This is an optimization exercise on Yosys and OpenROAD, whose aim is small area, a short achievable clock period and few clock cycles, not a production implementation.
Where RTL was checked, it was by simulation tests only, not by an equivalence proof against the original.
Power figures rest on the tool's default switching activity, not on a simulated workload.

==> juniper <==
Design CPU, start of the top module:
module CPU (
	input  wire         clk,
	input  wire         rst,
	output wire         imem_req,
	output wire [31:0]  imem_addr,
	input  wire         imem_ack,
	input  wire [127:0] imem_line,
	output wire [31:0]  dmem_addr,
	input  wire [31:0]  dmem_rdata,
	output wire         dmem_we,
	output wire [1:0]   dmem_wsize,
	output wire [31:0]  dmem_wdata,
	output wire         commit,
	output wire [31:0]  commit_pc,
	output wire         commit_wen,
	output wire [4:0]   commit_rd,
	output wire [31:0]  commit_wdata
);
clock: 90.0 ns
lec_check: 0
cap_margin: 20
core_margin: 2
core_utilization: 40
place_density: 0.5
slew_margin: 20
standard.sh (not shown) runs the stock make flow with config.mk's settings and CLKGATE_MAP_FILE= SYNTH_SCRIPT=/design/flow/synth_recipe.tcl, a recipe that flattens the netlist after the stock synthesis.
==> flow/flow/run.sh <==
#!/bin/bash
# The standard layout with three changes to how it is made (the clock
# and constraints stay as given):
#  - timing repair aims at paths well inside the clock period,
#  - larger clock-tree leaf clusters and no dummy clock loads,
#  - plain buffers on the ports.
export SETUP_SLACK_MARGIN=70.5
export CTS_ARGS="-sink_clustering_enable -repair_clock_nets -dont_use_dummy_load -sink_clustering_size 20 -sink_clustering_max_diameter 120"
export BUFFER_PORTS_ARGS="-buffer_cell sky130_fd_sc_hd__buf_2"
bash standard.sh > standard.log 2>&1
==> tundra (differences from juniper) <==
--- a/flow/design.v
+++ b/flow/design.v
@@ -31,40 +31,25 @@
 				radd11[k] = x[k] ^ y[k] ^ c;
 				c = (x[k] & y[k]) | (x[k] & c) | (y[k] & c);
 			end
 			radd11[11] = c;
 		end
 	endfunction
-	function [12:0] radd12;          
-		input [11:0] x, y;
-		input        ci;
-		integer k;
-		reg c;
-		begin
-			c = ci;
-			for (k = 0; k < 12; k = k + 1) begin
-				radd12[k] = x[k] ^ y[k] ^ c;
-				c = (x[k] & y[k]) | (x[k] & c) | (y[k] & c);
-			end
-			radd12[12] = c;
-		end
-	endfunction
-	function [34:0] csub;            
-		input [33:0] x, y;
-		reg [12:0] l;
-		reg [11:0] m0, m1, h0, h1;
+	function [33:0] csub;            
+		input [32:0] x, y;
+		reg [11:0] l, m0, m1, h0, h1;
 		reg [11:0] m, h;
 		begin
-			l  = radd12(x[11:0],  ~y[11:0],  1'b1);
-			m0 = radd11(x[22:12], ~y[22:12], 1'b0);
-			m1 = radd11(x[22:12], ~y[22:12], 1'b1);
-			h0 = radd11(x[33:23], ~y[33:23], 1'b0);
-			h1 = radd11(x[33:23], ~y[33:23], 1'b1);
-			m  = l[12] ? m1 : m0;
+			l  = radd11(x[10:0],  ~y[10:0],  1'b1);
+			m0 = radd11(x[21:11], ~y[21:11], 1'b0);
+			m1 = radd11(x[21:11], ~y[21:11], 1'b1);
+			h0 = radd11(x[32:22], ~y[32:22], 1'b0);
+			h1 = radd11(x[32:22], ~y[32:22], 1'b1);
+			m  = l[11] ? m1 : m0;
 			h  = m[11] ? h1 : h0;
-			csub = {h, m[10:0], l[11:0]};
+			csub = {h, m[10:0], l[10:0]};
 		end
 	endfunction
 	function [31:0] rinc;            
 		input [31:0] x;
 		integer k;
 		reg c;
@@ -109,14 +94,13 @@
 	wire ihit  = c_hit;
 	wire [28:0] cw    = cword[{pidx, pc_q[3:2]}];
 	wire [31:0] instr = {cw[28:4], 7'd0};   
 	wire [3:0]  cls   = cw[3:0];
 	wire [LN-1:0] fidx = paddr_q[LN-1:0];
 	wire fnew = paddr_q[27:RB] != region_q;
-	reg  fresh_q;
-	wire fld  = pend_q & ~fresh_q & ~(c_hit & (fnew | ((fidx == pidx) & (paddr_q != pcl))));
+	wire fld  = pend_q & ~(c_hit & (fnew | ((fidx == pidx) & (paddr_q != pcl))));
 	always @(posedge clk) begin
 		if (rst) cval <= {NL{1'b0}};
 		else if (fld) begin
 			if (fnew) cval <= {{(NL-1){1'b0}}, imem_ack} << fidx;
 			else cval[fidx] <= imem_ack;
 		end
@@ -281,13 +265,13 @@
 			clz32 = 6'd32;
 			for (k = 0; k < 32; k = k + 1) if (v[k]) clz32 = 31 - k;
 		end
 	endfunction
 	reg  [1:0]  dv_st;               
 	reg  [31:0] dv_r, dv_q;
-	reg  [33:0] dv_d;
+	reg  [32:0] dv_d;
 	reg  [4:0]  dv_n;
 	wire dv_sg  = ~f3[0];
 	wire dv_rem = f3[1];
 	wire [31:0] dv_A = (dv_sg & a[31]) ? rinc(~a) : a;
 	wire [31:0] dv_B = (dv_sg & b[31]) ? sum : b;
 	wire dv_bz  = b == 32'd0;
@@ -296,41 +280,22 @@
 	wire [5:0]  dv_za = clz32(dv_A);
 	wire [5:0]  dv_zb = clz32(dv_B);
 	wire dv_triv = dv_bz | dv_ovf | dv_bmn | (dv_za > dv_zb);
 	wire [31:0] dv_tres = dv_bz ? (dv_rem ? a : 32'hffffffff) :
 	                      dv_ovf ? (dv_rem ? 32'd0 : a) : (dv_rem ? a : 32'd0);
 	wire [4:0]  dv_k  = dv_zb[4:0] - dv_za[4:0];
-	reg  [3:0]  dv_m;                
-	always @(*) begin
-		case (dv_k)
-			5'd0, 5'd1, 5'd2:    dv_m = 4'd0;
-			5'd3, 5'd4, 5'd5:    dv_m = 4'd1;
-			5'd6, 5'd7, 5'd8:    dv_m = 4'd2;
-			5'd9, 5'd10, 5'd11:  dv_m = 4'd3;
-			5'd12, 5'd13, 5'd14: dv_m = 4'd4;
-			5'd15, 5'd16, 5'd17: dv_m = 4'd5;
-			5'd18, 5'd19, 5'd20: dv_m = 4'd6;
-			5'd21, 5'd22, 5'd23: dv_m = 4'd7;
-			5'd24, 5'd25, 5'd26: dv_m = 4'd8;
-			5'd27, 5'd28, 5'd29: dv_m = 4'd9;
-			default:             dv_m = 4'd10;
-		endcase
-	end
-	wire [5:0]  dv_sh3 = {dv_m, 1'b0} + {2'b00, dv_m} + 6'd2;    
-	wire [34:0] dv_s1 = csub({2'b00, dv_r}, dv_d);
-	wire        dv_g1 = dv_s1[34];
+	wire [4:0]  dv_sh = {dv_k[4:1], 1'b1};
+	wire [33:0] dv_s1 = csub({1'b0, dv_r}, dv_d);
+	wire        dv_g1 = dv_s1[33];
 	wire [31:0] dv_r1 = dv_g1 ? dv_s1[31:0] : dv_r;
-	assign mq_a = dv_d[32:0];
+	assign mq_a = dv_d;
 	assign mq_p = {dv_q[17:0], dv_r};
-	wire [34:0] dv_s2 = csub({2'b00, dv_r1}, {1'b0, dv_d[33:1]});
-	wire        dv_g2 = dv_s2[34];
+	wire [33:0] dv_s2 = csub({1'b0, dv_r1}, {1'b0, dv_d[32:1]});
+	wire        dv_g2 = dv_s2[33];
 	wire [31:0] dv_r2 = dv_g2 ? dv_s2[31:0] : dv_r1;
-	wire [34:0] dv_s3 = csub({2'b00, dv_r2}, {2'b00, dv_d[33:2]});
-	wire        dv_g3 = dv_s3[34];
-	wire [31:0] dv_r3 = dv_g3 ? dv_s3[31:0] : dv_r2;
-	wire [31:0] dv_x = dv_rem ? dv_r3 : {dv_q[28:0], dv_g1, dv_g2, dv_g3};
+	wire [31:0] dv_x = dv_rem ? dv_r2 : {dv_q[29:0], dv_g1, dv_g2};
 	wire dv_neg = dv_sg & (dv_rem ? a[31] : (a[31] ^ b[31]));
 	reg [31:0] dm_addr_q, dm_wdata_q;
 	reg        dm_we_q;
 	reg [1:0]  dm_wsize_q;
 	wire go      = ihit & ~lu_stall;  
 	wire dv_done = ((dv_st == 2'd1) & (dv_n == 5'd0)) | ((dv_st == 2'd0) & dv_triv);
@@ -357,13 +322,12 @@
 	wire np1 = (cval[ni1] & (ctag[ni1] == nl1[RB-1:LN]) & nrg & ~(&nl[RB-1:0]))
 	          | (pend_q & (paddr_q == nl1));
 	wire np2 = (cval[ni2] & (ctag[ni2] == nl2[RB-1:LN]) & nrg & ~(&nl[RB-1:1]))
 	          | (pend_q & (paddr_q == nl2));
 	wire want = ~np0 | ~np1 | ~np2;
 	always @(posedge clk) begin
-		fresh_q <= ~rst & (~pend_q | imem_ack) & want;
 		if (rst) pend_q <= 1'b0;
 		else if (~pend_q | imem_ack) begin
 			pend_q <= want;
 			if (want) paddr_q <= ~np0 ? nl : ~np1 ? nl1 : nl2;
 		end
 		po_req <= ~rst & (want | (pend_q & ~imem_ack));
@@ -436,23 +400,23 @@
 		dm_wdata_q <= b;
 		dm_wsize_q <= (f3[1:0] == 2'd0) ? 2'd0 : (f3[1:0] == 2'd1) ? 2'd1 : 2'd2;
 		if (dv_st == 2'd0) begin
 			if (o_div) begin
 				dv_r <= dv_A;
 				dv_q <= 32'd0;
-				dv_d <= {2'b00, dv_B} << dv_sh3;
+				dv_d <= {1'b0, dv_B} << dv_sh;
 			end else begin
 				dv_r <= mp[31:0];
 				dv_q[17:0] <= mp[49:32];
-				dv_d <= {1'b0, ma};
+				dv_d <= ma;
 			end
-			dv_n <= {1'b0, dv_m};
+			dv_n <= {1'b0, dv_k[4:1]};
 		end else if (go & (dv_st == 2'd1)) begin
-			dv_r <= dv_r3;
-			dv_q <= {dv_q[28:0], dv_g1, dv_g2, dv_g3};
-			dv_d <= {3'b000, dv_d[33:3]};
+			dv_r <= dv_r2;
+			dv_q <= {dv_q[29:0], dv_g1, dv_g2};
+			dv_d <= {2'b00, dv_d[32:2]};
 			dv_n <= dv_n - 5'd1;
 		end
 	end
 	assign dmem_addr  = dm_addr_q;
 	assign dmem_we    = dm_we_q;
 	assign dmem_wsize = dm_wsize_q;
==> flow/flow/run.sh (replaced) <==
#!/bin/bash
# The standard layout with three changes to how it is made (the clock
# and constraints stay as given):
#  - timing repair aims at paths well inside the clock period,
#  - larger clock-tree leaf clusters and no dummy clock loads,
#  - plain buffers on the ports.
export SETUP_SLACK_MARGIN=70.5
export CTS_ARGS="-sink_clustering_enable -repair_clock_nets -dont_use_dummy_load -sink_clustering_size 32 -sink_clustering_max_diameter 70"
export BUFFER_PORTS_ARGS="-buffer_cell sky130_fd_sc_hd__buf_2"
bash standard.sh > standard.log 2>&1
--- a/flow/config.mk
+++ b/flow/config.mk
@@ -5,8 +5,8 @@
 export SDC_FILE = /design/flow/constraint.sdc
 export NUM_CORES = 8
 export LEC_CHECK = 0
 export CAP_MARGIN = 20
 export CORE_MARGIN = 2
 export CORE_UTILIZATION = 40
-export PLACE_DENSITY = 0.5
+export PLACE_DENSITY = 0.6
 export SLEW_MARGIN = 20
==> run notes <==
| item | juniper | tundra |
|---|---|---|
| Vias | 130000 | 131000 |
| Final nets | 14800 | 14400 |
| Unique masters post-synth | 119 | 118 |
| Clk pwr | 0.726 mW | 0.768 mW |
| Status | finished clean | failed layout checks |
| Reasons for failing layout checks | - | antenna violations |
| Final critical-path required period | 21010 ps | 19600 ps |
| Post-synthesis adder-cell area fraction | 0.0778 | 0.0750 |
| Last weighted congestion value of the routability-driven placer | 1.01 | 1.10 |
| Inverter count | 587 | 562 |
| Worst setup slack after layout | 68990 ps | 70400 ps |
| Multi-input gates | 9526 | 9240 |
| Final ANT Viol Nets | 0 | 1 |
| Total number of clock tree sinks | 2595 | 2594 |
| Layout Cells excl Fill | 18900 | 18600 |
Testbench counts of tundra, summed over its fixed seeds: cycles 55,937.
Only the layout flow was run in juniper; the RTL was not checked for function there.

[what the ideal ports hide]
Ports are ideal in the flow. The routed layouts listed here were re-timed in OpenROAD. Step 1 sets driving cells, clkbuf_16 on the clock port and buf_2 on the other inputs (assumed; they add their load-dependent delay and slew). Step 2, shift: input delay + t, output delay - t, t = (earliest + latest rising clock arrival at the registers) / 2. This alone moves slack from input paths to output paths. Three values: ideal ports, drivers, drivers and shift; two values: the first two.
run	t, ns	setup slack, ns	pins driven straight from the clock port
juniper	1.039	68.992 / 68.992 / 68.992	1
tundra	1.055	70.401 / 70.278 / 69.942	1
For tundra, which loses most, drivers alone change the setup slack by -0.123 ns; drivers and shift together by -0.459 ns.
